This is an optimization exercise on Yosys and OpenROAD, whose aim is a short achievable clock period and few clock cycles, not a production implementation. Only simulation tests tie the RTL to the original design; equivalence was not proved. No driver is modelled on the clock port, so clocking that relies on it looks cheaper here than on a real chip. Power is estimated from default activity; no workload was simulated.

## design/flow/design.v

```verilog
module ALU (
	input [63:0] base,
	input [8:0] imm,
	output [63:0] addr
);
	wire [8:0] lp, lg;
	wire [8:0] a1, b1, a2, b2, a3, b3, c;
	genvar i;
	generate
		for (i = 0; i < 9; i = i + 1) begin : lo
			Xor2 cp (base[i], imm[i], lp[i]);
			And2 cg (base[i], imm[i], lg[i]);
			if (i >= 1) PreI c1 (lg[i], lp[i], lg[i-1], lp[i-1], a1[i], b1[i]);
			else begin assign a1[i] = ~lg[i]; assign b1[i] = ~lp[i]; end
			if (i >= 2) PreN c2 (a1[i], b1[i], a1[i-2], b1[i-2], a2[i], b2[i]);
			else begin assign a2[i] = ~a1[i]; assign b2[i] = ~b1[i]; end
			if (i >= 4) PreI c3 (a2[i], b2[i], a2[i-4], b2[i-4], a3[i], b3[i]);
			else begin assign a3[i] = ~a2[i]; assign b3[i] = ~b2[i]; end
			if (i >= 8) GenN c4 (a3[i], b3[i], a3[i-8], c[i]);
			else assign c[i] = ~a3[i];
		end
	endgenerate
	wire [8:0] lo_sum = lp ^ {c[7:0], 1'b0};
	wire c9 = c[8];
	wire [54:0] hi = base[63:9];
	wire [54:0] o0 = hi, z0 = ~hi;
	wire [54:0] o1, z1, o2, z2, o3, z3, o4, z4, o5, z5, o6, z6;
	generate
		for (i = 0; i < 55; i = i + 1) begin : pre
			if (i >= 1) begin AndI ao1 (o0[i], o0[i-1], o1[i]); AndI az1 (z0[i], z0[i-1], z1[i]); end
			else begin assign o1[i] = ~o0[i]; assign z1[i] = ~z0[i]; end
			if (i >= 2) begin AndN ao2 (o1[i], o1[i-2], o2[i]); AndN az2 (z1[i], z1[i-2], z2[i]); end
			else begin assign o2[i] = ~o1[i]; assign z2[i] = ~z1[i]; end
			if (i >= 4) begin AndI ao3 (o2[i], o2[i-4], o3[i]); AndI az3 (z2[i], z2[i-4], z3[i]); end
			else begin assign o3[i] = ~o2[i]; assign z3[i] = ~z2[i]; end
			if (i >= 8) begin AndN ao4 (o3[i], o3[i-8], o4[i]); AndN az4 (z3[i], z3[i-8], z4[i]); end
			else begin assign o4[i] = ~o3[i]; assign z4[i] = ~z3[i]; end
			if (i >= 16) begin AndI ao5 (o4[i], o4[i-16], o5[i]); AndI az5 (z4[i], z4[i-16], z5[i]); end
			else begin assign o5[i] = ~o4[i]; assign z5[i] = ~z4[i]; end
			if (i >= 32) begin AndN ao6 (o5[i], o5[i-32], o6[i]); AndN az6 (z5[i], z5[i-32], z6[i]); end
			else begin assign o6[i] = ~o5[i]; assign z6[i] = ~z5[i]; end
		end
	endgenerate
	wire [54:0] ones = {o6[53:0], 1'b1};
	wire [54:0] zeros = {z6[53:0], 1'b1};
	wire up = c9 & ~imm[8];
	wire down = ~c9 & imm[8];
	assign addr = {hi ^ (({55{up}} & ones) | ({55{down}} & zeros)), lo_sum};
endmodule
module ALUControl (
	input [63:0] a,
	input [63:0] b,       
	input cin,
	input add,
	input and_,
	input orr,
	output z
);
	wire [63:0] p = a ^ b;
	wire [63:0] g = a | b;
	wire [63:0] bad_add = {p[63:1] ^ g[62:0], p[0] ^ cin};
	wire nz_add, nz_and, nz_orr;
	SignExtend t_add (.v(bad_add), .nz(nz_add));
	SignExtend t_and (.v(a & b), .nz(nz_and));
	SignExtend t_orr (.v(g), .nz(nz_orr));
	assign z = (add & ~nz_add) | (and_ & ~nz_and) | (orr & ~nz_orr);
endmodule
module Adder (
	input [63:0] a,
	input [63:0] b,
	input cin,
	output [63:0] sum,
	output [63:0] sumn
);
	wire [63:0] p, g;
	genvar i;
	generate
		for (i = 0; i < 64; i = i + 1) begin : pg
			Xor2 cp (a[i], b[i], p[i]);
			And2 cg (a[i], b[i], g[i]);
		end
	endgenerate
	wire [63:0] g0 = {g[62:0], cin};
	wire [63:0] p0 = {p[62:0], 1'b0};
	wire [63:0] g1, p1, g2, p2, g3, p3, g4, p4, g5, p5, g6;
	generate
		for (i = 0; i < 64; i = i + 1) begin : l
			if (i >= 1) PreI c1 (g0[i], p0[i], g0[i-1], p0[i-1], g1[i], p1[i]);
			else begin assign g1[i] = ~g0[i]; assign p1[i] = ~p0[i]; end
			if (i >= 2) PreN c2 (g1[i], p1[i], g1[i-2], p1[i-2], g2[i], p2[i]);
			else begin assign g2[i] = ~g1[i]; assign p2[i] = ~p1[i]; end
			if (i >= 4) PreI c3 (g2[i], p2[i], g2[i-4], p2[i-4], g3[i], p3[i]);
			else begin assign g3[i] = ~g2[i]; assign p3[i] = ~p2[i]; end
			if (i >= 8) PreN c4 (g3[i], p3[i], g3[i-8], p3[i-8], g4[i], p4[i]);
			else begin assign g4[i] = ~g3[i]; assign p4[i] = ~p3[i]; end
			if (i >= 16) PreI c5 (g4[i], p4[i], g4[i-16], p4[i-16], g5[i], p5[i]);
			else begin assign g5[i] = ~g4[i]; assign p5[i] = ~p4[i]; end
			if (i >= 32) GenN c6 (g5[i], p5[i], g5[i-32], g6[i]);
			else assign g6[i] = ~g5[i];
		end
	endgenerate
	generate
		for (i = 0; i < 64; i = i + 1) begin : s
			Xor2 cs (p[i], g6[i], sum[i]);
			Xnor2 cn (p[i], g6[i], sumn[i]);
		end
	endgenerate
endmodule
module ControlUnit (
	input [31:0] inst,
	input [9:0] pc,
	input dwr,              
	input [4:0] d_rd,
	input d_zok,            
	input x_wr,
	input [4:0] x_rd,
	input w_wr,
	input [4:0] w_rd,
	input w_z,
	input [30:0] zf,
	output t0,
	output ta,
	output tb,
	output stall,
	output cbz_d,           
	output [9:0] q_t,
	output [9:0] q_nt,
	output [9:0] tgt_cbz
);
	wire isB = inst[31:26] == 6'b000101;
	wire isCBZ = inst[31:24] == 8'hB4;
	wire isLDST = (inst[31:23] == 9'b111110000) & ~inst[21];    
	wire [4:0] rn = inst[9:5];
	wire [4:0] rt = inst[4:0];
	wire rt31 = rt == 5'd31;
	wire eq_dt, eq_xt, eq_wt, eq_dn;
	HazardDetectionUnit c_dt (.a(d_rd), .b(rt), .eq(eq_dt));
	HazardDetectionUnit c_xt (.a(x_rd), .b(rt), .eq(eq_xt));
	HazardDetectionUnit c_wt (.a(w_rd), .b(rt), .eq(eq_wt));
	HazardDetectionUnit c_dn (.a(d_rd), .b(rn), .eq(eq_dn));
	wire xt = dwr & eq_dt;
	wire wt = x_wr & eq_xt;
	wire w2t = w_wr & eq_wt;
	wire zrf = rt31 | zf[rt];
	wire e = rt31 | (~xt & ~wt & (w2t ? w_z : zrf));
	assign t0 = isB | (isCBZ & e);
	assign ta = isCBZ & xt & d_zok;
	assign tb = isCBZ & ~xt & wt;
	assign cbz_d = isCBZ & ~rt31 & xt & ~d_zok;
	assign stall = isLDST & dwr & eq_dn;
	wire [9:0] tgtB, tgtC;
	ProgramCounter add_b (.a(pc), .b(inst[9:0]), .sum(tgtB));
	ProgramCounter add_c (.a(pc), .b(inst[14:5]), .sum(tgtC));
	wire [9:0] seq = pc + 10'd1;
	assign tgt_cbz = tgtC;
	assign q_t = stall ? pc : isB ? tgtB : tgtC;
	assign q_nt = stall ? pc : seq;
endmodule
module DataMemoryMUX (
	input [63:0] a,
	input [63:0] b,
	input add,            
	input sub,
	input and_,
	input orr,
	output z
);
	wire [63:0] p = a ^ b;
	wire [63:0] g = a | b;
	wire [63:0] bad_add = {p[63:1] ^ g[62:0], p[0]};
	wire nz_add, nz_sub, nz_and, nz_orr;
	SignExtend t_add (.v(bad_add), .nz(nz_add));
	SignExtend t_sub (.v(p), .nz(nz_sub));
	SignExtend t_and (.v(a & b), .nz(nz_and));
	SignExtend t_orr (.v(g), .nz(nz_orr));
	assign z = (add & ~nz_add) | (sub & ~nz_sub) | (and_ & ~nz_and) | (orr & ~nz_orr);
endmodule
module EXMEM (
	input CLOCK,
	input d,
	output reg q
);
	always @(posedge CLOCK)
		q <= d;
endmodule
module ForwardingUnitALUMuxA (
	input s0, input [63:0] d0,
	input s1, input [63:0] d1,
	input s2, input [63:0] d2,
	output [63:0] y
);
	wire [63:0] n0, n1, n2;
	genvar i;
	generate
		for (i = 0; i < 64; i = i + 1) begin : b
			AndI c0 (s0, d0[i], n0[i]);
			AndI c1 (s1, d1[i], n1[i]);
			AndI c2 (s2, d2[i], n2[i]);
			Nand3 o (n0[i], n1[i], n2[i], y[i]);
		end
	endgenerate
endmodule
module ForwardingUnitALUMuxB (
	input e0s, input [63:0] e0,
	input e1s, input [63:0] e1,
	input e2s, input [63:0] e2,
	input e3s, input [63:0] e3,
	input l0s, input [63:0] l0,
	input l1s, input [63:0] l1,
	output [63:0] y
);
	genvar i;
	generate
		for (i = 0; i < 64; i = i + 1) begin : b
			wire n0, n1, n2, n3, en, m0, m1;
			AndI c0 (e0s, e0[i], n0);
			AndI c1 (e1s, e1[i], n1);
			AndI c2 (e2s, e2[i], n2);
			AndI c3 (e3s, e3[i], n3);
			And4 ce (n0, n1, n2, n3, en);      
			AndI d0 (l0s, l0[i], m0);
			AndI d1 (l1s, l1[i], m1);
			Nand3 o (en, m0, m1, y[i]);
		end
	endgenerate
endmodule
module HazardDetectionUnit (
	input [4:0] a,
	input [4:0] b,
	output eq
);
	wire [4:0] x;
	genvar i;
	generate
		for (i = 0; i < 5; i = i + 1) begin : bt
			Xnor2 c (a[i], b[i], x[i]);
		end
	endgenerate
	wire n0, n1;
	Nand3 c0 (x[0], x[1], x[2], n0);
	AndI c1 (x[3], x[4], n1);
	Nor2 c2 (n0, n1, eq);
endmodule
module IFID (
	input CLOCK,
	input [9:0] d,
	output reg [9:0] q
);
	always @(posedge CLOCK)
		q <= d;
endmodule
module MEMWB (
	input CLOCK,
	input [63:0] d,
	output reg [63:0] q
);
	always @(posedge CLOCK)
		q <= d;
endmodule
module ProgramCounter (
	input [9:0] a,
	input [9:0] b,
	output [9:0] sum
);
	wire [9:0] p = a ^ b;
	wire [9:0] g = a & b;
	wire [9:0] g1, p1, g2, p2, g3, p3, c;
	genvar i;
	generate
		for (i = 0; i < 10; i = i + 1) begin : l
			if (i >= 1) PreI c1 (g[i], p[i], g[i-1], p[i-1], g1[i], p1[i]);
			else begin assign g1[i] = ~g[i]; assign p1[i] = ~p[i]; end
			if (i >= 2) PreN c2 (g1[i], p1[i], g1[i-2], p1[i-2], g2[i], p2[i]);
			else begin assign g2[i] = ~g1[i]; assign p2[i] = ~p1[i]; end
			if (i >= 4) PreI c3 (g2[i], p2[i], g2[i-4], p2[i-4], g3[i], p3[i]);
			else begin assign g3[i] = ~g2[i]; assign p3[i] = ~p2[i]; end
			if (i >= 8) GenN c4 (g3[i], p3[i], g3[i-8], c[i]);
			else assign c[i] = ~g3[i];
		end
	endgenerate
	assign sum = p ^ {c[8:0], 1'b0};
endmodule
module ProgramCounterMUX (
	input [9:0] q_t,
	input [9:0] q_nt,
	input [9:0] d_tgt,
	input t0,
	input ta,
	input tb,
	input r1,               
	input stall,
	input d_zv,
	input x_zalu,
	input x_isLD,
	input x_ldz,
	output [9:0] pc_next,
	output d_valid_next
);
	wire xz = x_zalu | (x_isLD & x_ldz);
	wire take = t0 | (ta & d_zv) | (tb & xz);
	wire red = r1 & xz;
	assign pc_next = red ? d_tgt : take ? q_t : q_nt;
	assign d_valid_next = ~red & ~stall;
endmodule
module RegisterModule (
	input [31*64-1:0] regs,
	input [4:0] sel,
	output [63:0] q
);
	wire [63:0] e [0:31];
	genvar i;
	generate
		for (i = 0; i < 31; i = i + 1) begin : ent
			assign e[i] = regs[i*64 +: 64];
		end
	endgenerate
	assign e[31] = 64'b0;
	wire [63:0] m1 [0:7];
	wire [63:0] m2 [0:1];
	generate
		for (i = 0; i < 8; i = i + 1) begin : l1
			assign m1[i] = sel[1] ? (sel[0] ? e[4*i+3] : e[4*i+2]) : (sel[0] ? e[4*i+1] : e[4*i]);
		end
		for (i = 0; i < 2; i = i + 1) begin : l2
			assign m2[i] = sel[3] ? (sel[2] ? m1[4*i+3] : m1[4*i+2]) : (sel[2] ? m1[4*i+1] : m1[4*i]);
		end
	endgenerate
	assign q = sel[4] ? m2[1] : m2[0];
endmodule
module PreI (input g1, input p1, input g0, input p0, output gn, output pn);
	assign gn = ~(g1 | (p1 & g0));
	assign pn = ~(p1 & p0);
endmodule
module PreN (input gn1, input pn1, input gn0, input pn0, output g, output p);
	assign g = ~(gn1 & (pn1 | gn0));
	assign p = ~(pn1 | pn0);
endmodule
module GenI (input g1, input p1, input g0, output gn);
	assign gn = ~(g1 | (p1 & g0));
endmodule
module GenN (input gn1, input pn1, input gn0, output g);
	assign g = ~(gn1 & (pn1 | gn0));
endmodule
module AndI (input a1, input a0, output yn);
	assign yn = ~(a1 & a0);
endmodule
module AndN (input an1, input an0, output y);
	assign y = ~(an1 | an0);
endmodule
module Nand3 (input a, input b, input c, output y);
	assign y = ~(a & b & c);
endmodule
module Xor2 (input a, input b, output y);
	assign y = a ^ b;
endmodule
module Xnor2 (input a, input b, output y);
	assign y = ~(a ^ b);
endmodule
module And2 (input a, input b, output y);
	assign y = a & b;
endmodule
module And4 (input a, input b, input c, input d, output y);
	assign y = a & b & c & d;
endmodule
module Nor2 (input a, input b, output y);
	assign y = ~(a | b);
endmodule
module SignExtend (
	input [63:0] v,
	output nz
);
	wire [31:0] l1;
	wire [15:0] l2;
	wire [7:0] l3;
	wire [3:0] l4;
	wire [1:0] l5;
	genvar i;
	generate
		for (i = 0; i < 32; i = i + 1) begin : a
			AndN c (v[2*i], v[2*i+1], l1[i]);         
		end
		for (i = 0; i < 16; i = i + 1) begin : b
			AndI c (l1[2*i], l1[2*i+1], l2[i]);       
		end
		for (i = 0; i < 8; i = i + 1) begin : c
			AndN c (l2[2*i], l2[2*i+1], l3[i]);
		end
		for (i = 0; i < 4; i = i + 1) begin : d
			AndI c (l3[2*i], l3[2*i+1], l4[i]);
		end
		for (i = 0; i < 2; i = i + 1) begin : e
			AndN c (l4[2*i], l4[2*i+1], l5[i]);
		end
	endgenerate
	AndI f (l5[0], l5[1], nz);
endmodule
module ARMLEG (
	input CLOCK,
	input RESET,
	output [63:0] imem_addr,
	input [31:0] imem_data,
	output [63:0] dmem_addr,
	output [63:0] dmem_wdata,
	output dmem_we,
	output dmem_re,
	input [63:0] dmem_rdata
);
	integer i;
	reg [9:0] pc;
	reg d_valid;
	reg d_isLD, d_isST, d_add, d_sub, d_and, d_orr, d_cbz, d_wr;
	reg [4:0] d_rd;
	reg [63:0] d_vn, d_vb;          
	reg d_xa, d_wa, d_w2a, d_ra;    
	reg d_xb, d_wb, d_w2b, d_rb;    
	reg d_xa_add, d_xa_and, d_xa_orr, d_xa_ld;    
	reg d_xb_and, d_xb_orr, d_xb_ld, d_xb_addp, d_xb_addn;
	reg [8:0] d_imm;
	reg [9:0] d_tgt;
	reg d_zok;
	reg x_isLD, x_isST, x_add, x_and, x_orr, x_sub, x_wr;
	reg [4:0] x_rd;
	reg [63:0] x_a, x_bi, x_addr;     
	wire [63:0] x_wd;                 
	wire x_we, x_re;                  
	wire [9:0] pc_out;                
	reg w_wr, w2_wr;
	reg [4:0] w_rd, w2_rd;
	reg [63:0] w_res, w2_res;
	reg w_z;
	wire [63:0] w_data;    
	reg [30:0] w_we;       
	reg [63:0] rf [0:30];
	reg [30:0] zf;
	wire [63:0] x_sum, x_sumn;
	Adder alu_add (.a(x_a), .b(x_bi), .cin(x_sub), .sum(x_sum), .sumn(x_sumn));
	wire [63:0] x_andv = x_a & x_bi;
	wire [63:0] x_orv = x_a | x_bi;
	wire [63:0] x_out;
	ForwardingUnitALUMuxB mux_x (.e0s(x_isLD), .e0(dmem_rdata), .e1s(x_and), .e1(x_andv), .e2s(x_orr), .e2(x_orv),
		.e3s(1'b0), .e3(64'b0), .l0s(x_add), .l0(x_sum), .l1s(1'b0), .l1(64'b0), .y(x_out));
	wire x_zalu, rdata_nz;
	ALUControl zt_alu (.a(x_a), .b(x_bi), .cin(x_sub), .add(x_add), .and_(x_and), .orr(x_orr), .z(x_zalu));
	SignExtend zt_ld (.v(dmem_rdata), .nz(rdata_nz));
	wire x_ldz = ~rdata_nz;
	wire x_z = x_zalu | (x_isLD & x_ldz);
	assign dmem_addr = x_addr;
	assign dmem_wdata = x_wd;
	assign dmem_we = x_we;
	assign dmem_re = x_re;
	MEMWB w_copy (.CLOCK(CLOCK), .d(x_out), .q(w_data));
	wire [63:0] va, vb;
	ForwardingUnitALUMuxA mux_a (.s0(d_wa), .d0(w_res), .s1(d_w2a), .d1(w2_res), .s2(d_ra), .d2(d_vn), .y(va));
	ForwardingUnitALUMuxA mux_b (.s0(d_wb), .d0(w_res), .s1(d_w2b), .d1(w2_res), .s2(d_rb), .d2(d_vb), .y(vb));
	wire [63:0] sub64 = {64{d_sub}};
	wire [63:0] opa, opbi;
	ForwardingUnitALUMuxB mux_opa (.e0s(d_xa_and), .e0(x_andv), .e1s(d_xa_orr), .e1(x_orv), .e2s(d_xa_ld), .e2(dmem_rdata),
		.e3s(~d_xa), .e3(va), .l0s(d_xa_add), .l0(x_sum), .l1s(1'b0), .l1(64'b0), .y(opa));
	ForwardingUnitALUMuxB mux_opb (.e0s(d_xb_and), .e0(x_andv ^ sub64), .e1s(d_xb_orr), .e1(x_orv ^ sub64),
		.e2s(d_xb_ld), .e2(dmem_rdata ^ sub64), .e3s(~d_xb), .e3(vb ^ sub64),
		.l0s(d_xb_addp), .l0(x_sum), .l1s(d_xb_addn), .l1(x_sumn), .y(opbi));
	MEMWB wd_copy (.CLOCK(CLOCK), .d(opbi), .q(x_wd));    
	wire [63:0] addr, addr_w, addr_w2, addr_rf;
	ALU agu_w (.base(w_res), .imm(d_imm), .addr(addr_w));
	ALU agu_w2 (.base(w2_res), .imm(d_imm), .addr(addr_w2));
	ALU agu_rf (.base(d_vn), .imm(d_imm), .addr(addr_rf));
	ForwardingUnitALUMuxA mux_addr (.s0(d_wa), .d0(addr_w), .s1(d_w2a), .d1(addr_w2), .s2(d_ra), .d2(addr_rf), .y(addr));
	wire d_zv;
	DataMemoryMUX zt_d (.a(d_vn), .b(d_vb), .add(d_add & ~d_sub), .sub(d_sub), .and_(d_and), .orr(d_orr), .z(d_zv));
	assign imem_addr = {52'b0, pc_out, 2'b00};
	wire [31:0] inst = imem_data;
	wire [10:0] op11 = inst[31:21];
	wire f_isB   = inst[31:26] == 6'b000101;
	wire f_isCBZ = inst[31:24] == 8'hB4;
	wire f_isADD = op11 == 11'h458;
	wire f_isSUB = op11 == 11'h658;
	wire f_isAND = op11 == 11'h450;
	wire f_isORR = op11 == 11'h550;
	wire f_isLD  = op11 == 11'h7C2;
	wire f_isST  = op11 == 11'h7C0;
	wire f_isR   = f_isADD | f_isSUB | f_isAND | f_isORR;
	wire [4:0] f_rn = inst[9:5];
	wire [4:0] f_rm = inst[20:16];
	wire [4:0] f_rt = inst[4:0];
	wire [4:0] f_rb = inst[28] ? f_rt : f_rm;
	wire f_rt31 = f_rt == 5'd31;
	wire [31*64-1:0] rf_flat;
	genvar gi;
	generate
		for (gi = 0; gi < 31; gi = gi + 1) begin : rff
			assign rf_flat[gi*64 +: 64] = rf[gi];
		end
	endgenerate
	wire [63:0] f_vn, f_vb;
	RegisterModule rd_n (.regs(rf_flat), .sel(f_rn), .q(f_vn));
	RegisterModule rd_b (.regs(rf_flat), .sel(f_rb), .q(f_vb));
	wire dwr = d_valid & d_wr;
	wire f_xa = dwr & (d_rd == f_rn);
	wire f_wa = x_wr & (x_rd == f_rn);
	wire f_w2a = w_wr & (w_rd == f_rn);
	wire f_xb = dwr & (d_rd == f_rb);
	wire f_wb = x_wr & (x_rd == f_rb);
	wire f_w2b = w_wr & (w_rd == f_rb);
	wire c_t0, c_ta, c_tb, stall, f_cbzD;
	wire [9:0] q_t, q_nt, f_tgtC, pc_next;
	wire dv_next;
	ControlUnit fctl (.inst(inst), .pc(pc), .dwr(dwr), .d_rd(d_rd), .d_zok(d_zok),
		.x_wr(x_wr), .x_rd(x_rd), .w_wr(w_wr), .w_rd(w_rd), .w_z(w_z), .zf(zf),
		.t0(c_t0), .ta(c_ta), .tb(c_tb), .stall(stall), .cbz_d(f_cbzD),
		.q_t(q_t), .q_nt(q_nt), .tgt_cbz(f_tgtC));
	ProgramCounterMUX pc_mux (.q_t(q_t), .q_nt(q_nt), .d_tgt(d_tgt), .t0(c_t0), .ta(c_ta), .tb(c_tb),
		.r1(d_valid & d_cbz), .stall(stall), .d_zv(d_zv), .x_zalu(x_zalu), .x_isLD(x_isLD), .x_ldz(x_ldz),
		.pc_next(pc_next), .d_valid_next(dv_next));
	wire x_ld_next = ~RESET & d_valid & d_isLD;
	wire x_st_next = ~RESET & d_valid & d_isST;
	wire [9:0] pc_d = RESET ? 10'd0 : pc_next;
	EXMEM re_copy (.CLOCK(CLOCK), .d(x_ld_next), .q(x_re));
	EXMEM we_copy (.CLOCK(CLOCK), .d(x_st_next), .q(x_we));
	IFID pc_copy (.CLOCK(CLOCK), .d(pc_d), .q(pc_out));
	always @(posedge CLOCK) begin
		pc <= pc_d;
		d_valid <= ~RESET & dv_next;
		d_isLD <= f_isLD;
		d_isST <= f_isST;
		d_add <= f_isADD | f_isSUB;
		d_sub <= f_isSUB;
		d_and <= f_isAND;
		d_orr <= f_isORR;
		d_cbz <= f_cbzD;
		d_wr <= (f_isR | f_isLD) & ~f_rt31;
		d_rd <= f_rt;
		d_imm <= inst[20:12];
		d_tgt <= f_tgtC;
		d_vn <= f_vn;
		d_vb <= f_vb;
		d_xa <= f_xa;
		d_wa <= f_wa;
		d_w2a <= f_w2a & ~f_wa;
		d_ra <= ~f_wa & ~f_w2a;
		d_xb <= f_xb;
		d_zok <= (f_isR) & ~f_xa & ~f_wa & ~f_w2a & ~f_xb & ~f_wb & ~f_w2b;
		d_xa_add <= f_xa & d_add;
		d_xa_and <= f_xa & d_and;
		d_xa_orr <= f_xa & d_orr;
		d_xa_ld <= f_xa & d_isLD;
		d_xb_and <= f_xb & d_and;
		d_xb_orr <= f_xb & d_orr;
		d_xb_ld <= f_xb & d_isLD;
		d_xb_addp <= f_xb & d_add & ~f_isSUB;
		d_xb_addn <= f_xb & d_add & f_isSUB;
		d_wb <= f_wb;
		d_w2b <= f_w2b & ~f_wb;
		d_rb <= ~f_wb & ~f_w2b;
		x_isLD <= x_ld_next;
		x_isST <= x_st_next;
		if (RESET || !d_valid)
			x_wr <= 1'b0;
		else
			x_wr <= d_wr;
		x_add <= d_add;
		x_sub <= d_sub;
		x_and <= d_and;
		x_orr <= d_orr;
		x_rd <= d_rd;
		x_a <= opa;
		x_bi <= opbi;
		x_addr <= addr;
		w_wr <= ~RESET & x_wr;
		w_rd <= x_rd;
		w_res <= x_out;
		w_z <= x_z;
		w2_wr <= ~RESET & w_wr;
		w2_rd <= w_rd;
		w2_res <= w_res;
		for (i = 0; i < 31; i = i + 1)
			w_we[i] <= ~RESET & x_wr & (x_rd == i);
		for (i = 0; i < 31; i = i + 1)
			if (w_we[i]) begin
				rf[i] <= w_data;
				zf[i] <= w_z;
			end
	end
endmodule
```

## design/flow/flow/run.sh

```bash
#!/bin/bash
# Layout flow: the standard synthesis, unchanged, then the standard ORFS
# steps with these settings changed:
#  - ports are buffered with a plain buffer (by default the port buffering
#    picks a delay cell, which the footprint-bound sizing then mostly keeps);
#  - the resizer may swap a cell for one of the same function with another
#    footprint;
#  - CTS ends with a second timing repair pass (flow/extra_repair.tcl).
# Each step's output is kept in a log of its own here.
set -euo pipefail
bash standard.sh synth > synth.log 2>&1
bash standard.sh "BUFFER_PORTS_ARGS=-buffer_cell sky130_fd_sc_hd__buf_6" MATCH_CELL_FOOTPRINT=0 \
	"POST_CTS_TCL=$PWD/flow/extra_repair.tcl" finish > layout.log 2>&1
```

## design/flow/flow/extra_repair.tcl

```tcl
# A second timing repair pass at the end of CTS (the first one, ORFS's own,
# often stops with paths it could still improve), then legalize again.
estimate_parasitics -placement
repair_timing_helper
set result [catch { detailed_placement } msg]
if { $result != 0 } {
  error "Detailed placement failed after the extra repair: $msg"
}
check_placement -verbose
estimate_parasitics -placement
report_worst_slack -max
```

## design/flow/standard.sh

```bash
#!/bin/bash
# synth_recipe.tcl (not shown) runs the flow's synth.tcl, then flattens the netlist and writes it again
# the make line also repeats each setting of config.mk as NAME=value (left out here)
make -C /OpenROAD-flow-scripts/flow DESIGN_CONFIG=/design/flow/config.mk WORK_HOME=/design/flow/orfs CLKGATE_MAP_FILE= SYNTH_SCRIPT=/design/flow/synth_recipe.tcl "${@:-finish}"
```

## design/flow/config.mk

```make
export PLATFORM = sky130hd
export DESIGN_NAME = ARMLEG
export DESIGN_NICKNAME = ARMLEG
export VERILOG_FILES = /design/flow/design.v
export SDC_FILE = /design/flow/constraint.sdc
export NUM_CORES = 8
export LEC_CHECK = 0
export CAP_MARGIN = 50
export CORE_MARGIN = 2
export CORE_UTILIZATION = 30
export GPL_TIMING_DRIVEN = 1
export SETUP_SLACK_MARGIN = 5
export SLEW_MARGIN = 85
export SYNTH_HIERARCHICAL = 1
```

## design/flow/constraint.sdc

```tcl
create_clock -name core_clock -period 8.0 [get_ports {CLOCK}]
set_input_delay 1.6000 -clock core_clock [delete_from_list [all_inputs] [get_ports {CLOCK}]]
set_output_delay 1.6000 -clock core_clock [all_outputs]
set_load 0.01 [all_outputs]
```

==> out/results.txt, run 1 <==
Critical path depth -> 21
Detailed placement HPWL -> 525 mm
Run status -> complete, no violations
I/O pins -> 292
Pin count of the biggest net entering global routing -> 32
Vias in the first global route -> 133000
Reg2reg path depth -> 19
Kind of capture point of the worst setup path -> flop
Standard cell with the maximum stage delay on the critical path -> or3b_4
Total Die Area -> 0.505 mm²
Residual antenna-violating net count after detailed routing -> 0
Final instance count without filler cells -> 24500
Final weighted congestion in routability-driven placement -> 1.07
Aggregate global-route resource usage -> 27.6%
Area growth syn-to-layout -> 56.0%
Cell class contributing the biggest share of worst-path delay -> buffers and inverters
M2 GR Usage -> 43.4%
Clock Skew -> 0.0898 ns
Global routing's busiest layer -> met2
Clock transition time at the flip-flop clock pins of the worst setup and hold paths -> 0.07 ns
TritonCTS clock tree -> done
Headroom to the max-slew limit -> 60.2%
Endpoints failing setup -> 0
Stage delay of the slowest cell on the critical path -> 0.46 ns
Final worst path period need -> 4.06 ns
Met3 track utilization from global routing -> 6.92%
Transition at the pin with the smallest max-transition slack -> 0.585 ns
Total number of vias -> 142000
Top achievable clock speed -> 246 MHz
Final-layout setup total negative slack -> 0 ns
Die Span Y -> 711 µm
Post-route fraction of the period consumed by the critical path -> 50.8%
Final standard cell area without fillers -> 0.234 mm²
Crit Path Class -> input port to flop
Post-Synthesis Cells -> 14200
Setup repair after global routing missed its margin -> yes
Average wire per cell in the routed design -> 32.1 µm
Data required, critical path -> 8.87 ns
LEAKAGE -> 84.7 nW
Total power divided by cell area -> 195 mW/mm²
Netlist Area Pre-Place -> 0.150 mm²
Count of maximum capacitance violations -> 0
CP cell instances -> buf_12 -> mux2i_4 -> buf_6 -> buf_6 -> buf_8 -> clkinv_16 -> buf_16 -> buf_12 -> buf_8 -> buf_16 -> buf_6 -> buf_8 -> buf_6 -> buf_12 -> or3b_4 -> buf_8 -> buf_12 -> buf_12 -> o221ai_1 -> a21oi_1 -> a211oi_2
Worst slack at placement -> 1.85 ns
Buf+Inv Stages, Crit Path -> 16
Power Total -> 45.6 mW
Remaining global-route overflow -> 0
Placed cell count -> 22800
Arrival time of data at the critical path endpoint -> 4.93 ns
Number of warnings printed during yosys synthesis -> 12
Number of nets in the finished design -> 18000
Worst-case vdd ir drop -> 0.160 mV
Number of pins with negative max-slew slack in the final report -> 0
DR iter-0 viols -> 20900
Initial Util -> 30.1%
Sink count of the clock tree -> 2713
Cell type with the highest occurrence count on the critical path -> buf_12
Routed wire length -> 787 mm
Antenna violations before repair -> 55
Class of the tightest hold or removal check -> flop to flop
Avg Vias per Cell -> 5.80
Placed standard-cell area -> 0.199 mm²
Mean Syn Cell Area -> 10.5 µm²
Width of the die -> 711 µm
Number of optimization iterations in the first detailed-route pass -> 8
Final hold vios -> 0
Share of cells above drive strength 1 -> 45.2%
Element type at the critical path start -> input port
Core region area -> 0.497 mm²
First-pass GRT wire length -> 1000 mm
Count of unresolved DRC violations after routing -> 0
Worst-Skew Late Latency -> 1.02 ns
Worst hold path depth -> 0
Crit-path max FO -> 8
Input/output buffers -> 237
Final worst setup slack -> 3.94 ns
Met1 routing resource usage after global routing -> 32.6%
Std cell rows -> 259
==> area by class of cell <==
type                            count  area [µm²]
Fill cell                       41500      264000
Multi-Input combinational cell  10500       96700
Sequential cell                  2713       76400
Timing Repair Buffer             3221       38400
Clock buffer                      413        8440
Tap cell                         6655        8330
Inverter                          841        3460
Clock inverter                    147        1790
Timing Repair inverter              4        71.3
Antenna cell                       23        57.6
==> path summary, 6_finish.rpt <==
kind	endpoint	slack, ns	from
setup / recovery	d_vb[52]$_DFF_P_	3.94	imem_data[28]
setup reg to reg	x_addr[63]$_DFF_P_	4.68	d_imm[4]$_DFF_P_
hold reg to reg	x_add$_DFF_P_	0.35	d_add$_DFF_P_
hold / removal	x_add$_DFF_P_	0.35	d_add$_DFF_P_
==> power breakdown <==
part / switching (mW) / internal, mW / leakage, nW
registers: 0.790 / 15.7 / 24.4
clock network: 6.56 / 8.53 / 4.99
logic: 7.97 / 6.13 / 55.3
total: 15.3 / 30.3 / 84.7
==> placed cells by master, fill, tap and decap left out, types with 131 or more instances in the layout <==
master	n
buf_12	281
o22ai_2	169
dfxtp_4	436
clkbuf_16	370
a21oi_2	188
clkbuf_2	251
mux4_2	261
buf_6	651
nor2_2	192
buf_8	475
nand2_2	173
ha_1	203
xor2_1	289
xnor2_1	290
nand2_1	2720
clkbuf_1	131
buf_4	1002
and4_1	194
dfxtp_2	194
buf_16	219
nor2_1	952
conb_1	438
o22ai_4	295
inv_1	748
nor3_2	189
nand3_1	246
mux2i_1	723
edfxtp_1	2015
mux2i_4	557
==> through the flow <==
step,util (%),hold WS (ns)
after floorplan,-,0.331
after global placement,32.4,0.332
after detailed placement,39.9,0.343
after global routing,47.0,0.353
final,47.0,0.353
==> flip-flops by register name, indices dropped and copies added, names as in the netlist, 5 cells and up <==
name / count
d_vn: 64
rf: 1984
zf: 31
d_vb: 64
x_rd: 5
pc: 10
x_addr: 64
w2_res: 64
w_res: 64
d_imm: 9
w_rd: 5
w_copy.q: 64
d_rd: 5
wd_copy.q: 64
x_a: 64
x_bi: 64
w_we: 31
d_tgt: 10
pc_copy.q: 10
==> routing by layer <==
layer	wire length (µm)	vias to the layer above
met1	263000	69000
met3	96600	4129
met2	340000	12000
li1	-	57100
met5	364	-
met4	87700	30
==> worst register-to-register path, stage by stage (launching register included) <==
cell and delay (ns):
dfxtp_4 0.38, buf_8 0.14, buf_12 0.12, xor2_4 0.19, a21oi_4 0.15, o21ai_2 0.09
a21oi_2 0.18, o21ai_4 0.09, buf_6 0.14, buf_6 0.13, ha_4 0.16, buf_8 0.11
clkbuf_16 0.18, buf_16 0.17, buf_16 0.15, a22oi_2 0.21, buf_6 0.25, xnor2_4 0.10
nand2_2 0.08, nand3_4 0.11
Testbench counts, summed over its fixed seeds: cycles 121,605.
==> inputs of run 2 (changes only) <==
--- a/design/flow/config.mk
+++ b/design/flow/config.mk
@@ -11,4 +11,4 @@
 export GPL_TIMING_DRIVEN = 1
 export SETUP_SLACK_MARGIN = 5
-export SLEW_MARGIN = 85
+export SLEW_MARGIN = 70
 export SYNTH_HIERARCHICAL = 1
==> run 2 against run 1 <==
Against the previous run: combinational power fell by 32%; sequential share of layout area increased by 6.7 points; largest power group unchanged; first-iteration DRC count decreased by 19%; via count fell by 13%; count of clock-buffer cells in the layout down 36; sequential cell count unchanged; die area unchanged; non-clock buffer count down 2018; still clean; setup slack improved by 0.80 ns; worst hold slack better by 0.0097 ns; utilization shrank 8.3 points.
==> out/results.txt, run 2 <==
Run status -> complete, no violations
Number of optimization iterations in the first detailed-route pass -> 8
Biggest register -> rf
DRT met1 WL -> 249 mm
Aggregate global-route resource usage -> 25.8%
Setup repair after global routing missed its margin -> yes
Final weighted congestion in routability-driven placement -> 1.07
Combinational group share of total power -> 23.4%
Clock transition time at the flip-flop clock pins of the worst setup and hold paths -> 0.06 ns
Remaining global-route overflow -> 0
Residual antenna-violating net count after detailed routing -> 0
Transition at the pin with the smallest max-transition slack -> 0.508 ns
Crit Path Class -> input port to flop
Sink count of the clock tree -> 2713
Average wire per cell in the routed design -> 30.5 µm
Count of maximum capacitance violations -> 0
Worst-Skew Late Latency -> 0.98 ns
Total met3 wirelength after detailed routing -> 76.3 mm
Cell type with the highest occurrence count on the critical path -> buf_16
Number of nets in the finished design -> 15900
Core region area -> 0.497 mm²
Commonest non-fill, non-tap cell in the layout -> nand2_1
Final hold vios -> 0
Total Die Area -> 0.505 mm²
Switching part of the total power -> 32.1%
CP cell instances -> buf_12 -> mux2i_4 -> buf_6 -> clkinv_16 -> buf_16 -> buf_16 -> buf_16 -> buf_12 -> buf_4 -> buf_6 -> clkbuf_16 -> clkbuf_16 -> o221ai_1 -> o211ai_1 -> buf_2 -> a211oi_2
Endpoints failing setup -> 0
LEAKAGE -> 70.9 nW
Share of cells above drive strength 1 -> 24.7%
Internal power consumption -> 27.9 mW
Detailed placement HPWL -> 466 mm
Netlist Area Pre-Place -> 0.150 mm²
Input/output buffers -> 237
Die Span Y -> 711 µm
Uppermost layer routed -> met5
Kind of capture point of the worst setup path -> flop
Post-Synthesis Cells -> 14200
Avg Vias per Cell -> 5.54
I/O pins -> 292
Data required, critical path -> 8.88 ns
Net switching power -> 13.2 mW
Clock Skew -> 0.0606 ns
Initial Util -> 30.1%
Standard cell with the maximum stage delay on the critical path -> mux2i_4
Vias in the first global route -> 119000
Pin count of the biggest net entering global routing -> 68
Post-route fraction of the period consumed by the critical path -> 40.7%
Width of the die -> 711 µm
Max reg flops -> 1984
Total number of vias -> 124000
Commonest cells after routing, fill and taps aside -> nand2_1 (2938), edfxtp_1 (2015), mux2i_1 (1394), nor2_1 (1184), inv_1 (796)
Element type at the critical path start -> input port
Met2 routed WL -> 301 mm
Number of warnings printed during yosys synthesis -> 12
Crit-path max FO -> 8
Mean Syn Cell Area -> 10.5 µm²
Final worst path period need -> 3.26 ns
TritonCTS clock tree -> done
Arrival time of data at the critical path endpoint -> 4.14 ns
DR iter-0 viols -> 17000
Stage delay of the slowest cell on the critical path -> 0.26 ns
Area growth syn-to-layout -> 28.6%
Placed cell count -> 21400
Number of pins with negative max-slew slack in the final report -> 0
Class of the tightest hold or removal check -> flop to flop
Std cell rows -> 259
Worst-case vdd ir drop -> 0.154 mV
Routed wire length -> 685 mm
Power share of the clock group -> 36.0%
Sequential cell fraction of total power -> 40.7%
Antenna violations before repair -> 42
First-pass GRT wire length -> 927 mm
Total power divided by cell area -> 214 mW/mm²
Top achievable clock speed -> 307 MHz
Headroom to the max-slew limit -> 66.1%
Final-layout setup total negative slack -> 0 ns
Count of unresolved DRC violations after routing -> 0
Final instance count without filler cells -> 22500
run 2: changes by cell type in the layout (fill, tap and decap cells not counted), moves of 134 or more:
cell,before,now
mux2i_4,557,7
nand2_1,2720,2938
o22ai_1,79,431
mux2i_1,723,1394
o22ai_4,295,30
nor3_1,13,147
buf_8,475,98
nand2_2,173,28
buf_6,651,282
clkbuf_2,251,17
nor2_1,952,1184
nor2_2,192,54
buf_4,1002,313
run 2: critical path, delay by kind of cell:
kind                   cells  cell delay [ns]
multiplexers               1             0.26
buffers and inverters     12             1.70
AO/OA/AOI/OAI              3             0.53
run 2: metal layers:
metal | vias to the layer above | track usage (%)
met4 | 18 | 17.7
met3 | 1913 | 6.09
met1 | 61400 | 31.6
li1 | 52900 | -
met5 | - | 0
met2 | 8174 | 40.2
run 2: final cells by class:
class | count | area (µm²)
tap | 6655 | 8330
sequential | 2713 | 75900
inverter | 841 | 3320
clock inverter | 178 | 2250
antenna | 10 | 25.0
timing repair buffer | 1203 | 18500
multi-input combinational | 10500 | 76200
fill | 47400 | 305000
clock buffer | 377 | 8040
timing repair inverter | 4 | 45.0
run 2: worst paths after layout:
kind,start,end,slack (ns),depth (start not counted)
setup / recovery,imem_data[28],d_vb[59]$_DFF_P_,4.74,16
hold reg to reg,d_add$_DFF_P_,x_add$_DFF_P_,0.36,0
setup reg to reg,x_bi[34]$_DFF_P_,pc_copy.q[7]$_DFF_P_,4.92,17
hold / removal,d_add$_DFF_P_,x_add$_DFF_P_,0.36,0
run 2: per-stage QoR:
step                total power, mW  area [µm²]  util, %  hold slack [ns]  worst slack, ns
floorplan                      21.2      152000        -            0.331             4.55
global placement               24.4      161000     32.4            0.332             2.80
detailed placement             24.9      170000     34.2            0.349             2.70
global route                   42.1      193000     38.7            0.361             4.70
finish                         41.1      193000     38.7            0.363             4.74
run 2: power groups by stage:
stage	sequential [mW]	combinational (mW)	clock (mW)
after floorplan	16.4	4.84	0
after global placement	16.9	7.52	0
after detailed placement	16.9	7.92	0
final	16.7	9.62	14.8
after global routing	16.8	10.0	15.4
==> inputs of run 3 (changes only) <==
--- a/design/flow/config.mk
+++ b/design/flow/config.mk
@@ -11,4 +11,4 @@
 export GPL_TIMING_DRIVEN = 1
 export SETUP_SLACK_MARGIN = 5
-export SLEW_MARGIN = 70
+export SLEW_MARGIN = 20
 export SYNTH_HIERARCHICAL = 1
==> run 3 against run 2 <==
Against the previous run: sequential cell count unchanged; utilization decreased by 1.5 points; sequential share of layout area is 1.5 points higher; largest cell class is now registers; setup slack improved by 0.11 ns; design area is 3.9% lower; first-iteration DRC count down 2.6%; combinational power shrank 0.7%; die area unchanged; count of clock-buffer cells in the layout is 25 higher; maximum frequency rose by 3.6%; still clean; highest routed layer unchanged; critical endpoint is now dmem_addr[43]; clock skew is 0.0025 ns lower.
==> out/results.txt, run 3 <==
Switching part of the total power -> 32.0%
Element type at the critical path start -> flop
Final hold vios -> 0
Fill cell total of the finished layout -> 48300
DR iter-0 viols -> 16600
Buf+Inv Stages, Crit Path -> 1
Met2 routed WL -> 297 mm
TritonCTS clock tree -> done
Final-layout setup total negative slack -> 0 ns
Area growth syn-to-layout -> 23.6%
Max reg flops -> 1984
Data required, critical path -> 6.40 ns
Initial Util -> 30.1%
Antenna violations before repair -> 47
Worst slack at placement -> 2.85 ns
Mean Syn Cell Area -> 10.5 µm²
Worst-Skew Late Latency -> 0.96 ns
Width of the die -> 711 µm
Crit Path Class -> flop to output port
Standard cell with the maximum stage delay on the critical path -> dfxtp_4
Sink count of the clock tree -> 2713
Power share of the clock group -> 35.5%
Headroom to the max-slew limit -> 28.7%
Number of optimization iterations in the first detailed-route pass -> 6
CP cell instances -> buf_6
Avg Vias per Cell -> 5.52
Netlist Area Pre-Place -> 0.150 mm²
Post-layout utilization of the core -> 37.2%
Routed wire length -> 675 mm
Average wire per cell in the routed design -> 30.3 µm
Final worst path period need -> 3.14 ns
Biggest register -> rf
Input/output buffers -> 237
Final weighted congestion in routability-driven placement -> 1.07
Clock transition time at the flip-flop clock pins of the worst setup and hold paths -> 0.07 ns
Share of cells above drive strength 1 -> 21.8%
Net switching power -> 13.0 mW
First-pass GRT wire length -> 910 mm
Count of unresolved DRC violations after routing -> 0
Total power divided by cell area -> 219 mW/mm²
Run status -> complete, no violations
Endpoints failing setup -> 0
Internal power consumption -> 27.5 mW
Worst-case vdd ir drop -> 0.161 mV
Core region area -> 0.497 mm²
Number of nets in the finished design -> 15700
Total met3 wirelength after detailed routing -> 75.0 mm
Arrival time of data at the critical path endpoint -> 1.54 ns
Setup repair after global routing missed its margin -> yes
Residual antenna-violating net count after detailed routing -> 0
Post-Synthesis Cells -> 14200
Count of maximum capacitance violations -> 0
Cell class contributing the biggest share of worst-path delay -> flip-flops
Std cell rows -> 259
Kind of capture point of the worst setup path -> output port
DRT met1 WL -> 249 mm
Class of the tightest hold or removal check -> flop to flop
Commonest non-fill, non-tap cell in the layout -> nand2_1
Post-route fraction of the period consumed by the critical path -> 39.3%
I/O pins -> 292
Total number of vias -> 123000
Remaining global-route overflow -> 0
Number of warnings printed during yosys synthesis -> 12
Total Die Area -> 0.505 mm²
Sequential cell fraction of total power -> 40.9%
Aggregate global-route resource usage -> 25.4%
Detailed placement HPWL -> 448 mm
Uppermost layer routed -> met5
Combinational group share of total power -> 23.6%
Commonest cells after routing, fill and taps aside -> nand2_1 (2930), edfxtp_1 (2015), mux2i_1 (1405), nor2_1 (1188), inv_1 (782)
Top achievable clock speed -> 318 MHz
Stage delay of the slowest cell on the critical path -> 0.45 ns
Transition at the pin with the smallest max-transition slack -> 1.07 ns
Die Span Y -> 711 µm
Crit-path max FO -> 1
Number of pins with negative max-slew slack in the final report -> 0
LEAKAGE -> 68.0 nW
Pin count of the biggest net entering global routing -> 136
Vias in the first global route -> 117000
Final worst setup slack -> 4.86 ns
Clock Skew -> 0.0581 ns
[run 3: metal layers]
metal / vias to the layer above / GRT usage [%]
li1: 52600 / -
met1: 60900 / 31.4
met2: 7870 / 39.3
met3: 1825 / 6.18
met4: 14 / 16.7
met5: - / 0
[run 3: area by class of cell]
cell class | instances | area (µm²) | share of cell area [%]
Antenna cell | 31 | 77.6 | 0.0419
Clock buffer | 402 | 8250 | 4.46
Clock inverter | 149 | 1710 | 0.926
Inverter | 841 | 3330 | 1.80
Multi-Input combinational cell | 10500 | 74600 | 40.3
Sequential cell | 2713 | 75700 | 40.9
Tap cell | 6655 | 8330 | 4.50
Timing Repair Buffer | 1012 | 13000 | 7.02
Timing Repair inverter | 9 | 81.3 | 0.0439
[run 3: final timing paths]
check	slack, ns	from	depth (start not counted)	end
max	4.86	x_addr[43]$_DFF_P_	1	dmem_addr[43]
min	0.35	d_add$_DFF_P_	0	x_add$_DFF_P_
max reg2reg	4.92	d_imm[8]$_DFF_P_	15	x_addr[57]$_DFF_P_
min reg2reg	0.35	d_add$_DFF_P_	0	x_add$_DFF_P_
[run 3: power by group through the flow]
stage	Sequential (mW)	Combinational, mW	Clock [mW]
finish	16.6	9.55	14.4
global placement	16.9	7.52	0
global route	16.6	9.94	15.0
floorplan	16.4	4.84	0
detailed placement	16.7	7.88	0
[run 3: per-stage QoR]
step	hold slack, ns	total power, mW	instance area, µm²	std cells
after global routing	0.360	41.5	185000	22300
final	0.348	40.5	185000	22300
after floorplan	0.331	21.2	152000	14700
after detailed placement	0.345	24.6	165000	21300
after global placement	0.332	24.4	161000	21200
==> inputs of run 4 (changes only) <==
--- a/design/flow/config.mk
+++ b/design/flow/config.mk
@@ -6,5 +6,5 @@
 export NUM_CORES = 8
 export LEC_CHECK = 0
-export CAP_MARGIN = 50
+export CAP_MARGIN = 20
 export CORE_MARGIN = 2
 export CORE_UTILIZATION = 30
==> run 4 against run 3 <==
Against the previous run: still clean on timing, DRC and antenna; via count increased by 0.25%; worst hold slack improved by 0.0020 ns; clock power about the same; wire length increased by 3.0%; sequential power about the same; first-iteration DRC count increased by 4.2%; final cell count decreased by 0.70%; maximum frequency increased by 0.27%; non-clock buffer count decreased by 166; highest routed layer unchanged.
==> out/results.txt, run 4 <==
Run status -> complete, no violations
Endpoints failing setup -> 0
Transition at the pin with the smallest max-transition slack -> 1.22 ns
Avg Vias per Cell -> 5.58
Cell class contributing the biggest share of worst-path delay -> flip-flops
Remaining global-route overflow -> 0
Clock Skew -> 0.0618 ns
TritonCTS clock tree -> done
Count of unresolved DRC violations after routing -> 0
Headroom to the max-slew limit -> 18.4%
Final-layout setup total negative slack -> 0 ns
Residual antenna-violating net count after detailed routing -> 0
Pin count of the biggest net entering global routing -> 136
Data required, critical path -> 6.40 ns
Count of maximum capacitance violations -> 0
Crit-path max FO -> 1
Detailed placement HPWL -> 425 mm
Die Span Y -> 711 µm
Final instance count without filler cells -> 22100
Biggest register -> rf
Input/output buffers -> 237
Number of warnings printed during yosys synthesis -> 12
Antenna violations before repair -> 38
Final worst setup slack -> 4.87 ns
Arrival time of data at the critical path endpoint -> 1.53 ns
Worst-case vdd ir drop -> 0.182 mV
Class of the tightest hold or removal check -> flop to flop
Buf+Inv Stages, Crit Path -> 1
Stage delay of the slowest cell on the critical path -> 0.45 ns
Worst slack at placement -> 2.80 ns
Worst-Skew Late Latency -> 0.96 ns
DRT met1 WL -> 252 mm
Commonest cells after routing, fill and taps aside -> nand2_1 (2935), edfxtp_1 (2015), mux2i_1 (1405), nor2_1 (1181), inv_1 (786)
Fill cell total of the finished layout -> 48400
Post-Synthesis Cells -> 14200
Total number of vias -> 123000
Core region area -> 0.497 mm²
Number of pins with negative max-slew slack in the final report -> 0
Final weighted congestion in routability-driven placement -> 1.07
Area growth syn-to-layout -> 22.0%
Clock transition time at the flip-flop clock pins of the worst setup and hold paths -> 0.07 ns
Final worst path period need -> 3.13 ns
Placed cell count -> 21200
DR iter-0 viols -> 17300
Post-route fraction of the period consumed by the critical path -> 39.2%
I/O pins -> 292
Met2 routed WL -> 302 mm
Initial Util -> 30.1%
Total Die Area -> 0.505 mm²
Top achievable clock speed -> 319 MHz
LEAKAGE -> 66.9 nW
Netlist Area Pre-Place -> 0.150 mm²
Aggregate global-route resource usage -> 25.9%
Total power divided by cell area -> 221 mW/mm²
Total met3 wirelength after detailed routing -> 80.8 mm
Standard cell with the maximum stage delay on the critical path -> dfxtp_4
Routed wire length -> 695 mm
Power Total -> 40.4 mW
First-pass GRT wire length -> 922 mm
Number of nets in the finished design -> 15600
Commonest non-fill, non-tap cell in the layout -> nand2_1
Final hold vios -> 0
Kind of capture point of the worst setup path -> output port
Crit Path Class -> flop to output port
Share of cells above drive strength 1 -> 21.3%
Max reg flops -> 1984
Width of the die -> 711 µm
Setup repair after global routing missed its margin -> yes
Average wire per cell in the routed design -> 31.4 µm
Std cell rows -> 259
CP cell instances -> buf_6
Number of optimization iterations in the first detailed-route pass -> 6
Element type at the critical path start -> flop
Vias in the first global route -> 116000
Sink count of the clock tree -> 2713
Uppermost layer routed -> met5
Mean Syn Cell Area -> 10.5 µm²
run 4: changes by cell type in the layout (fill, tap and decap cells not counted), sizes merged:
cell      before   now
or3b           2     4
bufinv        33    23
clkinvlp      15    14
diode         31    22
inv          866   858
or3           20    24
buf          959   789
clkbuf       455   473
nand2       2976  2977
clkinv        85    91
or2           71    75
nand2b        23    30
run 4: final cells by class:
type | count | area, µm² | share of cell area [%]
Tap cell | 6655 | 8330 | 4.56
Timing Repair inverter | 7 | 63.8 | 0.0349
Clock buffer | 416 | 8390 | 4.59
Sequential cell | 2713 | 75700 | 41.4
Timing Repair Buffer | 846 | 10200 | 5.56
Multi-Input combinational cell | 10500 | 75200 | 41.2
Inverter | 841 | 3340 | 1.83
Antenna cell | 22 | 55.1 | 0.0301
Clock inverter | 138 | 1430 | 0.784
run 4: routing by layer:
layer | global-route usage, % | vias to the layer above
met1 | 31.5 | 61200
met4 | 17.9 | 14
met5 | 0 | -
met2 | 40.0 | 8019
li1 | - | 52200
met3 | 6.84 | 1955
run 4: where the power goes:
part	switching (mW)	leakage, nW	total (mW)	internal (mW)
clock network	6.18	4.79	14.2	8.04
registers	1.04	24.3	16.7	15.7
logic	5.90	37.8	9.41	3.51
total	13.1	66.9	40.4	27.2
run 4: worst paths after layout:
| check | startpoint | end | slack, ns | depth (start not counted) |
|---|---|---|---|---|
| worst max-delay path | x_addr[43]$_DFF_P_ | dmem_addr[43] | 4.87 | 1 |
| worst min-delay path | d_add$_DFF_P_ | x_add$_DFF_P_ | 0.35 | 0 |
| worst max register to register | d_imm[4]$_DFF_P_ | x_addr[59]$_DFF_P_ | 4.90 | 14 |
| worst min register to register | d_add$_DFF_P_ | x_add$_DFF_P_ | 0.35 | 0 |
run 4: worst register-to-register path: stages, from the launching register on:
cell	delay (ns)
dfxtp_4	0.45
xor2_4	0.23
nand2_2	0.12
nor2_4	0.15
nand2_1	0.10
o21ai_4	0.16
buf_12	0.15
inv_1	0.05
ha_1	0.20
buf_8	0.18
buf_16	0.20
a22oi_2	0.62
xnor2_1	0.16
nand2_1	0.11
nand3_2	0.11
run 4: through the flow:
| step | utilization (%) | hold slack, ns | instance area, µm² |
|---|---|---|---|
| 2_1_floorplan | - | 0.331 | 152000 |
| 3_3_place_gp | 32.4 | 0.332 | 161000 |
| 3_5_place_dp | 32.4 | 0.345 | 161000 |
| 5_1_grt | 36.7 | 0.362 | 183000 |
| 6_report | 36.7 | 0.350 | 183000 |
==> inputs of run 5 (changes only) <==
--- a/design/flow/config.mk
+++ b/design/flow/config.mk
@@ -9,5 +9,5 @@
 export CORE_MARGIN = 2
 export CORE_UTILIZATION = 30
-export GPL_TIMING_DRIVEN = 1
+export GPL_TIMING_DRIVEN = 0
 export SETUP_SLACK_MARGIN = 5
 export SLEW_MARGIN = 20
==> run 5 against run 4 <==
Against the previous run: total power increased by 0.96%; combinational power increased by 0.9%; critical path type is now input port to flop; sequential power barely moved; still clean on timing, DRC and antenna; synthesized cell count stayed put; non-clock buffer count is 416 higher.
==> out/results.txt, run 5 <==
Run status -> complete, no violations
Placed standard-cell area -> 0.165 mm²
Reg2reg setup slack -> 4.87 ns
Stage delay of the slowest cell on the critical path -> 0.50 ns
Biggest register -> rf
Final standard cell area without fillers -> 0.188 mm²
Worst-case vdd ir drop -> 0.204 mV
Aggregate global-route resource usage -> 25.2%
Detailed placement HPWL -> 496 mm
DR iter-0 viols -> 15500
Cell class contributing the biggest share of worst-path delay -> buffers and inverters
First-pass GRT wire length -> 901 mm
Internal power consumption -> 27.6 mW
Clock transition time at the flip-flop clock pins of the worst setup and hold paths -> 0.06 ns
Number of optimization iterations in the first detailed-route pass -> 8
Clock Skew -> 0.125 ns
Sink count of the clock tree -> 2713
Final hold vios -> 0
Power share of the clock group -> 35.6%
Data required, critical path -> 8.77 ns
Power Total -> 40.7 mW
Residual antenna-violating net count after detailed routing -> 0
Number of nets in the finished design -> 16000
Standard cell with the maximum stage delay on the critical path -> a211oi_4
Arrival time of data at the critical path endpoint -> 4.05 ns
Core region area -> 0.497 mm²
Input/output buffers -> 237
TritonCTS clock tree -> done
Final-layout setup total negative slack -> 0 ns
Average wire per cell in the routed design -> 29.4 µm
Total number of vias -> 122000
Total power divided by cell area -> 216 mW/mm²
Top achievable clock speed -> 305 MHz
Initial Util -> 30.1%
Kind of capture point of the worst setup path -> flop
Final weighted congestion in routability-driven placement -> 1.02
Net switching power -> 13.2 mW
Vias in the first global route -> 117000
Post-Synthesis Cells -> 14200
Max reg flops -> 1984
Cell type with the highest occurrence count on the critical path -> buf_12
Worst-Skew Late Latency -> 1.02 ns
Avg Vias per Cell -> 5.42
Number of pins with negative max-slew slack in the final report -> 0
Count of maximum capacitance violations -> 0
Crit Path Class -> input port to flop
M2 GR Usage -> 39.7%
Remaining global-route overflow -> 0
Commonest cells after routing, fill and taps aside -> nand2_1 (2939), edfxtp_1 (2015), mux2i_1 (1386), nor2_1 (1199), inv_1 (787)
Die Span Y -> 711 µm
Commonest non-fill, non-tap cell in the layout -> nand2_1
Pin count of the biggest net entering global routing -> 64
Count of unresolved DRC violations after routing -> 0
Headroom to the max-slew limit -> 21.0%
Buf+Inv Stages, Crit Path -> 7
Switching part of the total power -> 32.4%
Hold Slack -> 0.407 ns
Mean Syn Cell Area -> 10.5 µm²
Fill cell total of the finished layout -> 48100
Final worst path period need -> 3.28 ns
Width of the die -> 711 µm
I/O pins -> 292
Endpoints failing setup -> 0
Number of warnings printed during yosys synthesis -> 12
Sequential cell fraction of total power -> 41.1%
Transition at the pin with the smallest max-transition slack -> 1.18 ns
Crit-path max FO -> 11
Post-route fraction of the period consumed by the critical path -> 41.0%
Routed wire length -> 663 mm
Class of the tightest hold or removal check -> flop to flop
Global routing's busiest layer -> met2
Met1 routing resource usage after global routing -> 31.2%
CP cell instances -> buf_8 -> buf_12 -> buf_4 -> mux2i_4 -> inv_4 -> buf_12 -> nand2b_1 -> buf_12 -> clkbuf_4 -> o22ai_1 -> nor3_2 -> a211oi_4
Element type at the critical path start -> input port
Total Die Area -> 0.505 mm²
LEAKAGE -> 68.8 nW
Area growth syn-to-layout -> 25.7%
Netlist Area Pre-Place -> 0.150 mm²
Setup repair after global routing missed its margin -> yes
Antenna violations before repair -> 77
Std cell rows -> 259
Share of cells above drive strength 1 -> 24.7%
Combinational group share of total power -> 23.3%
Met3 track utilization from global routing -> 6.25%
[run 5: cell type report]
class	instances	area (µm²)	share of cell area [%]
Antenna cell	36	90.1	0.0479
Buffer	625	5530	2.94
Multi-Input combinational cell	10500	77400	41.1
Inverter	841	3190	1.70
Tap cell	6655	8330	4.42
Clock inverter	169	2020	1.07
Timing Repair Buffer	637	7790	4.14
Clock buffer	377	8080	4.29
Sequential cell	2713	75700	40.2
[run 5: routing by layer]
| metal | vias up | part of all wire, % |
|---|---|---|
| met3 | 1435 | 11 |
| li1 | 52900 | - |
| met2 | 6952 | 44 |
| met5 | - | 0.041 |
| met1 | 60700 | 38 |
| met4 | 36 | 7.1 |
[run 5: worst paths after layout]
kind,start,to,depth (start not counted)
worst min-delay path,d_add$_DFF_P_,x_add$_DFF_P_,0
worst min register to register,d_add$_DFF_P_,x_add$_DFF_P_,0
worst max-delay path,imem_data[28],d_vb[24]$_DFF_P_,12
worst max register to register,x_a[27]$_DFF_P_,pc_copy.q[6]$_DFF_P_,15
[run 5: per-stage QoR]
step	utilization, %	cells	setup slack, ns
final	37.8	22500	4.72
after global routing	37.8	22500	4.70
after detailed placement	33.2	21600	2.46
after global placement	32.7	21600	1.82
after floorplan	-	14700	4.55
[run 5: power by group through the flow]
| stage | logic, mW | clock network (mW) | registers [mW] |
|---|---|---|---|
| after detailed placement | 7.70 | 0 | 17.0 |
| final | 9.49 | 14.5 | 16.7 |
| after global routing | 9.90 | 15.1 | 16.7 |
| after global placement | 7.63 | 0 | 17.0 |
| after floorplan | 4.84 | 0 | 16.4 |
[run 5: worst register-to-register path, cell delays in order, from the launching register on]
cell      delay [ns]
dfxtp_4         0.36
buf_4           0.14
ha_1            0.20
nor2_1          0.13
nand2_1         0.08
nor2_1          0.36
nand2_2         0.24
nor2_1          0.15
nand2_1         0.10
o221ai_4        0.29
a21o_4          0.20
a221oi_4        0.10
buf_6           0.17
mux2i_4         0.18
a21oi_2         0.20
nor2b_4         0.18
==> inputs of run 6 (changes only) <==
--- a/design/flow/flow/run.sh
+++ b/design/flow/flow/run.sh
@@ -6,4 +6,6 @@
 #  - the resizer may swap a cell for one of the same function with another
 #    footprint;
+#  - timing repair does not clone gates (its clones kept a small drive
+#    strength on critical paths);
 #  - CTS ends with a second timing repair pass (flow/extra_repair.tcl).
 # Each step's output is kept in a log of its own here.
@@ -11,3 +13,3 @@
 bash standard.sh synth > synth.log 2>&1
 bash standard.sh "BUFFER_PORTS_ARGS=-buffer_cell sky130_fd_sc_hd__buf_6" MATCH_CELL_FOOTPRINT=0 \
-	"POST_CTS_TCL=$PWD/flow/extra_repair.tcl" finish > layout.log 2>&1
+	SKIP_GATE_CLONING=1 "POST_CTS_TCL=$PWD/flow/extra_repair.tcl" finish > layout.log 2>&1
--- a/design/flow/config.mk
+++ b/design/flow/config.mk
@@ -9,5 +9,5 @@
 export CORE_MARGIN = 2
 export CORE_UTILIZATION = 30
-export GPL_TIMING_DRIVEN = 0
+export GPL_TIMING_DRIVEN = 1
 export SETUP_SLACK_MARGIN = 5
 export SLEW_MARGIN = 20
==> run 6 against run 5 <==
Against the previous run: global-route usage rose by 0.55 points; die area did not move; combinational power decreased by 2%; sequential share of layout area grew 1.2 points.
==> out/results.txt, run 6 <==
Endpoints failing setup -> 0
TritonCTS clock tree -> done
Final-layout setup total negative slack -> 0 ns
Sink count of the clock tree -> 2713
Std cell rows -> 259
Run status -> complete, no violations
Count of maximum capacitance violations -> 0
Detailed placement HPWL -> 425 mm
DR iter-0 viols -> 16800
Standard cell with the maximum stage delay on the critical path -> dfxtp_4
CP cell instances -> buf_6
Die Span Y -> 711 µm
First-pass GRT wire length -> 918 mm
Stage delay of the slowest cell on the critical path -> 0.45 ns
Commonest cells after routing, fill and taps aside -> nand2_1 (2929), edfxtp_1 (2015), mux2i_1 (1404), nor2_1 (1174), inv_1 (797)
LEAKAGE -> 66.8 nW
Headroom to the max-slew limit -> 19.3%
Kind of capture point of the worst setup path -> output port
Class of the tightest hold or removal check -> flop to flop
Number of optimization iterations in the first detailed-route pass -> 8
Data required, critical path -> 6.40 ns
I/O pins -> 292
Final hold vios -> 0
Total number of vias -> 123000
Clock transition time at the flip-flop clock pins of the worst setup and hold paths -> 0.07 ns
Transition at the pin with the smallest max-transition slack -> 1.21 ns
Number of pins with negative max-slew slack in the final report -> 0
Width of the die -> 711 µm
Netlist Area Pre-Place -> 0.150 mm²
Post-Synthesis Cells -> 14200
Crit Path Class -> flop to output port
Remaining global-route overflow -> 0
Antenna violations before repair -> 41
Max reg flops -> 1984
Vias in the first global route -> 116000
Count of unresolved DRC violations after routing -> 0
Crit-path max FO -> 1
Initial Util -> 30.1%
Element type at the critical path start -> flop
Share of cells above drive strength 1 -> 21.1%
Arrival time of data at the critical path endpoint -> 1.56 ns
Clock Skew -> 0.0674 ns
Area growth syn-to-layout -> 21.9%
Cell class contributing the biggest share of worst-path delay -> flip-flops
Core region area -> 0.497 mm²
Avg Vias per Cell -> 5.56
Total Die Area -> 0.505 mm²
Number of nets in the finished design -> 15600
Commonest non-fill, non-tap cell in the layout -> nand2_1
Mean Syn Cell Area -> 10.5 µm²
Number of warnings printed during yosys synthesis -> 12
Pin count of the biggest net entering global routing -> 136
Hold Slack -> 0.351 ns
Worst-case vdd ir drop -> 0.181 mV
Aggregate global-route resource usage -> 25.7%
Final worst path period need -> 3.16 ns
Final weighted congestion in routability-driven placement -> 1.07
Worst-Skew Late Latency -> 1.00 ns
Top achievable clock speed -> 317 MHz
Total power divided by cell area -> 221 mW/mm²
Biggest register -> rf
Input/output buffers -> 237
Post-route fraction of the period consumed by the critical path -> 39.5%
Residual antenna-violating net count after detailed routing -> 0
Routed wire length -> 685 mm
Setup repair after global routing missed its margin -> yes
Buf+Inv Stages, Crit Path -> 1
Average wire per cell in the routed design -> 30.9 µm
-- run 6: report_power, final --
| part | internal, mW | total (mW) | switching [mW] | leakage (nW) |
|---|---|---|---|---|
| clock | 8.04 | 14.2 | 6.17 | 4.79 |
| sequential | 15.7 | 16.7 | 1.06 | 24.3 |
| combinational | 3.51 | 9.32 | 5.81 | 37.8 |
| total | 27.2 | 40.3 | 13.0 | 66.8 |
-- run 6: worst paths after layout --
check | cells after the start | slack, ns | startpoint | to
setup / recovery | 1 | 4.84 | x_addr[43]$_DFF_P_ | dmem_addr[43]
hold / removal | 0 | 0.35 | d_add$_DFF_P_ | x_add$_DFF_P_
setup reg to reg | 14 | 4.95 | d_imm[3]$_DFF_P_ | x_addr[63]$_DFF_P_
hold reg to reg | 0 | 0.35 | d_add$_DFF_P_ | x_add$_DFF_P_
-- run 6: final cells by class --
cell class	instances	area [µm²]
multi-input combinational	10500	74800
tap	6655	8330
inverter	841	3330
sequential	2713	75700
antenna	20	50.0
clock buffer	416	8390
clock inverter	138	1430
timing repair buffer	869	10500
fill	48400	315000
-- run 6: layer usage --
metal,GRT usage (%),vias to the layer above,wire [µm]
li1,-,52200,-
met1,31.5,61200,251000
met2,39.9,7843,301000
met3,6.63,1804,76600
met4,17.2,22,55900
met5,0,-,177
-- run 6: through the flow --
step | area, µm² | instances | utilization [%] | setup WS, ns | power [mW]
after floorplan | 152000 | 14700 | - | 4.55 | 21.2
final | 183000 | 22100 | 36.7 | 4.84 | 40.3
after detailed placement | 161000 | 21200 | 32.4 | 2.80 | 24.4
after global placement | 161000 | 21200 | 32.4 | 2.80 | 24.4
after global routing | 182000 | 22100 | 36.7 | 4.83 | 41.3

## static timing again, ports no longer ideal
The results above use ideal ports. As a check the final layouts listed here were re-extracted and re-timed, cells and wires unchanged.
Step 1, drivers: a clkbuf_16 drives CLOCK and a buf_2 each remaining input, both assumed.
Step 2 adds t to the input delays and takes it off the output delays; t is the mean of the earliest and latest rising clock arrival at the registers after step 1. Input paths then give back, and output paths get back, about the clock's delay inside the block.
Slacks: ideal / step 1 / step 2; pairs: ideal / step 1.
run | t, ns | slack for setup (ns) | clock arrival spread, ns | slew at the worst register clock pin (ns) | pins driven straight from the clock port
run 1 | 1.102 | 3.940 / 4.005 / 2.903 | 0.104 / 0.103 | 0.08 / 0.08 | 1
run 2 | 1.065 | 4.743 / 4.726 / 3.733 | 0.063 / 0.064 | 0.07 / 0.07 | 1
run 3 | 1.066 | 4.857 / 4.725 / 3.685 | 0.068 / 0.067 | 0.07 / 0.07 | 1
run 4 | 1.056 | 4.866 / 4.726 / 3.669 | 0.070 / 0.069 | 0.07 / 0.07 | 1
run 5 | 1.071 | 4.716 / 4.784 / 3.714 | 0.126 / 0.125 | 0.08 / 0.08 | 1
run 6 | 1.070 | 4.840 / 4.738 / 3.869 | 0.077 / 0.076 | 0.08 / 0.08 | 1
After both steps setup and hold are still met in every run listed. The setup slack of run 4, which loses most, moves by -0.140 ns with the drivers and by -1.197 ns with both steps.
